Background: an optimization exercise with open tools, aiming at small area and a short achievable clock period. Do not read the settings as production practice. RTL that was checked went through simulation tests only; none was proved equivalent to the original. Power figures rest on the tool's default switching activity, not on a simulated workload.

// uw_phase_resolver
module uw_phase_resolver (
    input clk,
    input rst,
    input [31:0] uw_pattern,                 
    output [13:0] mem_addr,                  
    input signed [15:0] rd_i,                
    input signed [15:0] rd_q,                
    output reg wr_en,
    output [13:0] wr_addr,
    output signed [15:0] wr_i,
    output signed [15:0] wr_q,
    output reg [1:0] best_rot,               
    output [13:0] match_index,               
    output reg valid                         
);
export LEC_CHECK = 0
export CAP_MARGIN = 20
export CORE_MARGIN = 2
export CORE_UTILIZATION = 65
export PLACE_DENSITY = 0.75
export SLEW_MARGIN = 20
create_clock -name core_clock -period 28.0 [get_ports {clk}]
standard.sh (not shown) runs the stock make flow with config.mk's settings and CLKGATE_MAP_FILE= SYNTH_SCRIPT=/design/flow/synth_recipe.tcl, a recipe that flattens the netlist after the stock synthesis.
==> flow/flow/run.sh <==
#!/bin/bash
# Own layout flow: the standard ORFS layout (standard.sh) with these changes:
#  * ABC maps the logic with the area-oriented script in flow/abc_area.script
#    instead of ORFS's speed script, and only full adders are extracted as
#    adder cells (flow/abc_override.tcl; registers, their names and cells are
#    untouched: both only change how the combinational logic is mapped);
#  * the port buffers that buffer_ports puts on every input and output are
#    sky130_fd_sc_hd__buf_1.
set -euo pipefail
here=$(pwd)
export BUFFER_PORTS_ARGS="-buffer_cell sky130_fd_sc_hd__buf_1"
# Clock tree without the dummy loads CTS adds for balance.
export CTS_ARGS="-sink_clustering_enable -repair_clock_nets -dont_use_dummy_load -buf_list sky130_fd_sc_hd__clkbuf_8"
sed "s#@SCRIPT@#$here/flow/abc_area.script#" flow/abc_override.tcl > flow_abc_override.tcl
sed "s#^source \$::env(SCRIPTS_DIR)/synth.tcl#source $here/flow_abc_override.tcl\n&#" synth_recipe.tcl > flow_synth.tcl
grep -q flow_abc_override flow_synth.tcl
sed "s#SYNTH_SCRIPT=[^ ]*#SYNTH_SCRIPT=$here/flow_synth.tcl#" standard.sh > flow_standard.sh
grep -q "SYNTH_SCRIPT=$here/flow_synth.tcl" flow_standard.sh
bash flow_standard.sh finish > flow_make.log 2>&1
==> flow/flow/abc_area.script <==
&get -n
&st
&dch -f
&nf -a
&put
topo
==> flow/flow/abc_override.tcl <==
# Sourced before ORFS's synth.tcl: its "abc -script <ORFS script> ..." call
# runs with the area-oriented script instead (all other arguments kept).
proc abc {args} {
  set i [lsearch -exact $args -script]
  if { $i >= 0 } {
    set args [lreplace $args [expr {$i + 1}] [expr {$i + 1}] {@SCRIPT@}]
  }
  puts "abc (flow override): $args"
  yosys abc {*}$args
}

# ORFS's "extract_fa" call extracts only full adders: half adders stay plain
# gates, which ABC maps without the inverters a half-adder cell often needs.
proc extract_fa {args} {
  puts "extract_fa (flow override): -fa"
  yosys extract_fa -fa
}
The starting point went through all stages and came out clean.
Rerun with:
--- a/flow/config.mk
+++ b/flow/config.mk
@@ -8,5 +8,5 @@
 export CAP_MARGIN = 20
 export CORE_MARGIN = 2
-export CORE_UTILIZATION = 65
-export PLACE_DENSITY = 0.75
+export CORE_UTILIZATION = 80
+export PLACE_DENSITY = 0.88
 export SLEW_MARGIN = 20
Outcome:
- core utilization grows by 18 points
- cell count shrinks by 3.2%
- setup slack is worse by 460 ps
- sequential cell count is unchanged
- routed wire length grows by 66%
- total power grows by 15%
- sequential power grows by about 4%
- critical path depth grows by 12
- global-route usage grows by 28 points
Rerun with:
==> flow/flow/run.sh (replaced) <==
#!/bin/bash
# Own layout flow: the standard ORFS layout (standard.sh) with two changes:
#  * ABC maps the logic with the area-oriented script in flow/abc_area.script
#    instead of ORFS's speed script (registers, their names and cells are
#    untouched: ABC only maps the combinational logic);
#  * the port buffers that buffer_ports puts on every input and output are
#    sky130_fd_sc_hd__buf_1.
set -euo pipefail
here=$(pwd)
export BUFFER_PORTS_ARGS="-buffer_cell sky130_fd_sc_hd__buf_1"
# Clock tree without the dummy loads CTS adds for balance.
export CTS_ARGS="-sink_clustering_enable -repair_clock_nets -dont_use_dummy_load -buf_list {sky130_fd_sc_hd__clkbuf_4 sky130_fd_sc_hd__clkbuf_8} -sink_clustering_size 30 -sink_clustering_max_diameter 80"
sed "s#@SCRIPT@#$here/flow/abc_area.script#" flow/abc_override.tcl > flow_abc_override.tcl
sed "s#^source \$::env(SCRIPTS_DIR)/synth.tcl#source $here/flow_abc_override.tcl\n&#" synth_recipe.tcl > flow_synth.tcl
grep -q flow_abc_override flow_synth.tcl
sed "s#SYNTH_SCRIPT=[^ ]*#SYNTH_SCRIPT=$here/flow_synth.tcl#" standard.sh > flow_standard.sh
grep -q "SYNTH_SCRIPT=$here/flow_synth.tcl" flow_standard.sh
bash flow_standard.sh finish > flow_make.log 2>&1
--- a/flow/flow/abc_override.tcl
+++ b/flow/flow/abc_override.tcl
@@ -9,9 +9,2 @@
   yosys abc {*}$args
 }
-
-# ORFS's "extract_fa" call extracts only full adders: half adders stay plain
-# gates, which ABC maps without the inverters a half-adder cell often needs.
-proc extract_fa {args} {
-  puts "extract_fa (flow override): -fa"
-  yosys extract_fa -fa
-}
--- a/flow/config.mk
+++ b/flow/config.mk
@@ -8,5 +8,5 @@
 export CAP_MARGIN = 20
 export CORE_MARGIN = 2
-export CORE_UTILIZATION = 80
-export PLACE_DENSITY = 0.88
+export CORE_UTILIZATION = 65
+export PLACE_DENSITY = 0.75
 export SLEW_MARGIN = 20
Result: The changed run finished clean. First-iteration DRC count came out lower by 83%. Via count drops by 19%. Routed wire length drops by 40%. Clock-buffer cell count is unchanged. Synthesized area grows by 4.4%. Maximum frequency grows by 5.4%. Sequential power drops by about 6%.
Rerun with:
--- a/flow/flow/run.sh
+++ b/flow/flow/run.sh
@@ -10,5 +10,5 @@
 export BUFFER_PORTS_ARGS="-buffer_cell sky130_fd_sc_hd__buf_1"
 # Clock tree without the dummy loads CTS adds for balance.
-export CTS_ARGS="-sink_clustering_enable -repair_clock_nets -dont_use_dummy_load -buf_list {sky130_fd_sc_hd__clkbuf_4 sky130_fd_sc_hd__clkbuf_8} -sink_clustering_size 30 -sink_clustering_max_diameter 80"
+export CTS_ARGS="-sink_clustering_enable -repair_clock_nets -dont_use_dummy_load -buf_list sky130_fd_sc_hd__clkbuf_8"
 sed "s#@SCRIPT@#$here/flow/abc_area.script#" flow/abc_override.tcl > flow_abc_override.tcl
 sed "s#^source \$::env(SCRIPTS_DIR)/synth.tcl#source $here/flow_abc_override.tcl\n&#" synth_recipe.tcl > flow_synth.tcl
The changed run finished clean.
Total power does not change.
Sequential cell count does not change.
Global-route usage does not change.
Combinational power stays flat.
Design area is unchanged.
Worst hold slack does not change.
Rerun with:
==> flow/flow/run.sh (replaced) <==
#!/bin/bash
# Own layout flow: the standard ORFS layout (standard.sh) with these changes:
#  * ABC maps the logic with scripts of its own instead of ORFS's speed
#    script (delay-oriented for the wr_i/wr_q cone, area-oriented for the
#    rest), and only full adders are extracted as adder cells (see
#    flow/abc_override.tcl; registers, their names and cells are untouched:
#    both only change how the combinational logic is mapped);
#  * the port buffers that buffer_ports puts on every input and output are
#    sky130_fd_sc_hd__buf_1.
set -euo pipefail
here=$(pwd)
export BUFFER_PORTS_ARGS="-buffer_cell sky130_fd_sc_hd__buf_1"
# Clock tree without the dummy loads CTS adds for balance.
export CTS_ARGS="-sink_clustering_enable -repair_clock_nets -dont_use_dummy_load -buf_list sky130_fd_sc_hd__clkbuf_8"
sed "s#@DIR@#$here/flow#g" flow/abc_override.tcl > flow_abc_override.tcl
sed "s#^source \$::env(SCRIPTS_DIR)/synth.tcl#source $here/flow_abc_override.tcl\n&#" synth_recipe.tcl > flow_synth.tcl
grep -q flow_abc_override flow_synth.tcl
sed "s#SYNTH_SCRIPT=[^ ]*#SYNTH_SCRIPT=$here/flow_synth.tcl#" standard.sh > flow_standard.sh
grep -q "SYNTH_SCRIPT=$here/flow_synth.tcl" flow_standard.sh
bash flow_standard.sh finish > flow_make.log 2>&1
==> flow/flow/abc_delay.script (new file) <==
&get -n
&st
&dch -f
&if -g -K 6
&synch2
&nf
&put
topo
==> flow/flow/abc_override.tcl (replaced) <==
# Sourced before ORFS's synth.tcl (flow/run.sh fills in @DIR@).
#
# ORFS's "abc -script <ORFS speed script> ..." call maps the logic in two
# runs, all other arguments kept:
#  * first the combinational cone of the wr_i/wr_q outputs (the phase
#    corrector, from the rd_i/rd_q inputs and the registers) with the
#    delay-oriented script flow/abc_delay.script, as it lies on the
#    input-to-output path;
#  * then all the rest with the area-oriented script flow/abc_area.script.
# Registers are already mapped by then and are not touched.
proc abc {args} {
  set i [lsearch -exact $args -script]
  set delay_args [lreplace $args [expr {$i + 1}] [expr {$i + 1}] {@DIR@/abc_delay.script}]
  set area_args [lreplace $args [expr {$i + 1}] [expr {$i + 1}] {@DIR@/abc_area.script}]
  yosys select -set corrector o:wr_i o:wr_q %u %ci*:-sky130_fd_sc_hd__dfxtp_1,sky130_fd_sc_hd__edfxtp_1
  puts "abc (flow override, wr_i/wr_q cone): $delay_args"
  yosys abc {*}$delay_args @corrector
  yosys select -clear
  puts "abc (flow override, the rest): $area_args"
  yosys abc {*}$area_args
}

# ORFS's "extract_fa" call extracts only full adders: half adders stay plain
# gates, which ABC maps without the inverters a half-adder cell often needs.
proc extract_fa {args} {
  puts "extract_fa (flow override): -fa"
  yosys extract_fa -fa
}
The new run produced a clean layout.
Sequential power fell by about 3%.
Area after synthesis fell by 2.8%.
Power goes down by 8.3%.
Function was not checked in any run of this note: the RTL went through the layout flow alone.


Setup of JK:
Another version of the RTL of uw_phase_resolver (not shown whole).
Size: ~510 cells after synthesis, roughly 140 I/O pins.
Settings: LEC_CHECK=0, CAP_MARGIN=20, CORE_MARGIN=2, CORE_UTILIZATION=55, PLACE_DENSITY=0.65, SLEW_MARGIN=20; clock period 28.0 ns.
==> flow/flow/run.sh <==
#!/bin/bash
# Own layout flow: the standard ORFS layout (standard.sh) with these changes:
#  * ABC maps the logic with scripts of its own instead of ORFS's speed
#    script (delay-oriented for the wr_i/wr_q cone, area-oriented for the
#    rest), and only full adders are extracted as adder cells (see
#    flow/abc_override.tcl; registers, their names and cells are untouched:
#    both only change how the combinational logic is mapped);
#  * the port buffers that buffer_ports puts on every input and output are
#    sky130_fd_sc_hd__buf_1.
set -euo pipefail
here=$(pwd)
export BUFFER_PORTS_ARGS="-buffer_cell sky130_fd_sc_hd__buf_1"
# Clock tree without the dummy loads CTS adds for balance.
export CTS_ARGS="-sink_clustering_enable -repair_clock_nets -dont_use_dummy_load -buf_list sky130_fd_sc_hd__clkbuf_8"
sed "s#@DIR@#$here/flow#g" flow/abc_override.tcl > flow_abc_override.tcl
sed "s#^source \$::env(SCRIPTS_DIR)/synth.tcl#source $here/flow_abc_override.tcl\n&#" synth_recipe.tcl > flow_synth.tcl
grep -q flow_abc_override flow_synth.tcl
sed "s#SYNTH_SCRIPT=[^ ]*#SYNTH_SCRIPT=$here/flow_synth.tcl#" standard.sh > flow_standard.sh
grep -q "SYNTH_SCRIPT=$here/flow_synth.tcl" flow_standard.sh
bash flow_standard.sh finish > flow_make.log 2>&1
==> flow/flow/abc_area.script <==
&get -n
&st
&dc2
&dch
&nf -a -R 1000
&put
topo
Other scripts of this flow, unchanged in this note and not shown: flow/flow/abc_delay.script, flow/flow/abc_override.tcl
JK closes out successfully: all stages finished, all timing, DRC and antenna checks passed.
#### Input delta (MS over JK)
- changing PLACE_DENSITY from 0.65 to 0.8
- changing CORE_UTILIZATION from 55 to 72
Findings:
Sort JK and MS by overall global routing resource usage, ascending, and JK comes first. In MS relative to JK, first-pass GRT wire length had gone up slightly. Sort JK and MS by final critical delay including setup and external delays, descending, and MS comes first. Across both runs, number of rows created at floorplan was lower for MS than for JK. JK -> MS: number of placed instances, taps included decreased by a few percent. Summary of MS over JK: wire length +160 um, met2 wire length shows an increase of about 8%, switching power total increased by 0.36% relative to the old numbers.
What AL does differently from MS at the input level:
- changing CORE_UTILIZATION from 72 to 65
- changing PLACE_DENSITY from 0.8 to 0.75
--- a/flow/flow/run.sh
+++ b/flow/flow/run.sh
@@ -11,4 +11,6 @@
 here=$(pwd)
 export BUFFER_PORTS_ARGS="-buffer_cell sky130_fd_sc_hd__buf_1"
+export SETUP_SLACK_MARGIN=15.25
+export SETUP_MOVE_SEQUENCE=sizeup
 # Clock tree without the dummy loads CTS adds for balance.
 export CTS_ARGS="-sink_clustering_enable -repair_clock_nets -dont_use_dummy_load -buf_list sky130_fd_sc_hd__clkbuf_8"
## What came out
Timing, DRC, antenna: 0 failures across MS and AL. Detail-routed via count per cell went down by a few percent going from MS to AL. From MS to AL the numbers moved as follows: final total power climbed about 1.3%, setup slack climbed 130 ps, wire length of the first global-routing pass dropped 0.79%, area added between synthesis and finish climbed 3.1 points, stage delay of the slowest cell on the critical path climbed 20 ps.
Edits applied to the flow inputs when going from AL to TR:
--- a/flow/flow/run.sh
+++ b/flow/flow/run.sh
@@ -11,6 +11,5 @@
 here=$(pwd)
 export BUFFER_PORTS_ARGS="-buffer_cell sky130_fd_sc_hd__buf_1"
-export SETUP_SLACK_MARGIN=15.25
-export SETUP_MOVE_SEQUENCE=sizeup
+export SETUP_SLACK_MARGIN=15.35
 # Clock tree without the dummy loads CTS adds for balance.
 export CTS_ARGS="-sink_clustering_enable -repair_clock_nets -dont_use_dummy_load -buf_list sky130_fd_sc_hd__clkbuf_8"
==> flow/flow/abc_area.script <==
&get -n
&st
&dch -f
&nf -a
&put
topo
==> comparison <==
- TR finished all stages; the layout is clean.
- Taking AL as the reference, in TR core utilization down 0.24 points, design internal power up 19%, die area up 200 um2, clock network fraction of total power down 1.3 points.
- Power: TR draws more than AL
- ~same number of antenna cells inserted in AL and TR
- TR reports a higher tap cell count than AL does.


red:
uw_phase_resolver, a different RTL version from the one above (not shown whole).
Size: roughly 140 I/O pins, roughly 5300 µm² of cells after synthesis.
clock: 28.0 ns
lec_check: 0
cap_margin: 20
core_margin: 2
core_utilization: 40
place_density: 0.6
slew_margin: 20
==> flow/flow/run.sh <==
#!/bin/bash
# Own layout flow: the standard ORFS layout (standard.sh) with two changes:
#  * ABC maps the logic with the area-oriented script in flow/abc_area.script
#    instead of ORFS's speed script (registers, their names and cells are
#    untouched: ABC only maps the combinational logic);
#  * the port buffers that buffer_ports puts on every input and output are
#    sky130_fd_sc_hd__buf_1.
set -euo pipefail
here=$(pwd)
export BUFFER_PORTS_ARGS="-buffer_cell sky130_fd_sc_hd__buf_1"
sed "s#@SCRIPT@#$here/flow/abc_area.script#" flow/abc_override.tcl > flow_abc_override.tcl
sed "s#^source \$::env(SCRIPTS_DIR)/synth.tcl#source $here/flow_abc_override.tcl\n&#" synth_recipe.tcl > flow_synth.tcl
grep -q flow_abc_override flow_synth.tcl
sed "s#SYNTH_SCRIPT=[^ ]*#SYNTH_SCRIPT=$here/flow_synth.tcl#" standard.sh > flow_standard.sh
grep -q "SYNTH_SCRIPT=$here/flow_synth.tcl" flow_standard.sh
bash flow_standard.sh finish > flow_make.log 2>&1
==> flow/flow/abc_area.script <==
&get -n
&st
&dch -f
&nf -a
&put
topo
==> flow/flow/abc_override.tcl <==
# Sourced before ORFS's synth.tcl: its "abc -script <ORFS script> ..." call
# runs with the area-oriented script instead (all other arguments kept).
proc abc {args} {
  set i [lsearch -exact $args -script]
  if { $i >= 0 } {
    set args [lreplace $args [expr {$i + 1}] [expr {$i + 1}] {@SCRIPT@}]
  }
  puts "abc (flow override): $args"
  yosys abc {*}$args
}
--- input diff red..blue ---
Settings: PLACE_DENSITY: 0.6 -> 0.75; CORE_UTILIZATION: 40 -> 65.
Results
- blue: part of the power in combinational logic 2.9 points above red
- Between red and blue, the share of the synthesized area in compound gates (AO/OA/AOI/OAI) figures differ only marginally.
- In the flow results for red and blue, the total vias in the final route is smaller on red.
- Comparing red and blue, the higher worst ir drop on vdd was measured on blue.
- The register-to-register slack in blue sits 0.14 ns below the value recorded for red.
- Between red and blue, the difference in multiplexer area fraction after synthesis is negligible.
- Diff red -> blue: met3 wire length picked up an extra about 27%, routed wire length -220 µm.
- In summary, blue completed successfully, with a layout that passed the timing, design-rule and antenna checks.

separate check: timing with driven ports:
No port has a modelled driver above. Below, the same layouts with a new extraction and two added sets of constraints.
Step 1: set_driving_cell puts a clkbuf_16 on clk and a buf_2 on each other input, an assumption about the parent block.
Step 2 moves the port delays by t, midway between the first and last clock arrival at a register: inputs arrive t later, outputs are due t later. That takes back most of the time a late clock gives input paths.
a / b / c = ideal / step 1 / step 2; a / b = the first two.
run	t (ns)	setup slack, ns	worst register clock-pin slew, ns	pins driven straight from the clock port
the first run of note 1	0.370	14.732 / 14.711 / 14.711	0.08 / 0.08	1
the second run of note 1	0.394	14.272 / 14.281 / 13.887	0.09 / 0.09	1
the third run of note 1	0.383	14.970 / 14.945 / 14.711	0.08 / 0.08	1
the fourth run of note 1	0.383	14.970 / 14.945 / 14.711	0.08 / 0.08	1
the fifth run of note 1	0.369	14.491 / 14.499 / 14.129	0.09 / 0.09	1
JK	0.365	15.189 / 15.170 / 15.170	0.09 / 0.09	1
MS	0.364	15.150 / 15.124 / 15.124	0.08 / 0.08	1
AL	0.366	15.278 / 15.252 / 15.252	0.09 / 0.09	1
TR	0.363	15.283 / 15.261 / 15.261	0.08 / 0.08	1
red	0.360	14.955 / 14.930 / 14.930	0.06 / 0.06	1
blue	0.392	14.968 / 14.945 / 14.945	0.09 / 0.09	1
After both steps every run listed still meets setup and hold. For the second run of note 1, which loses most, drivers alone change the setup slack by +0.009 ns; drivers and shift together by -0.385 ns.
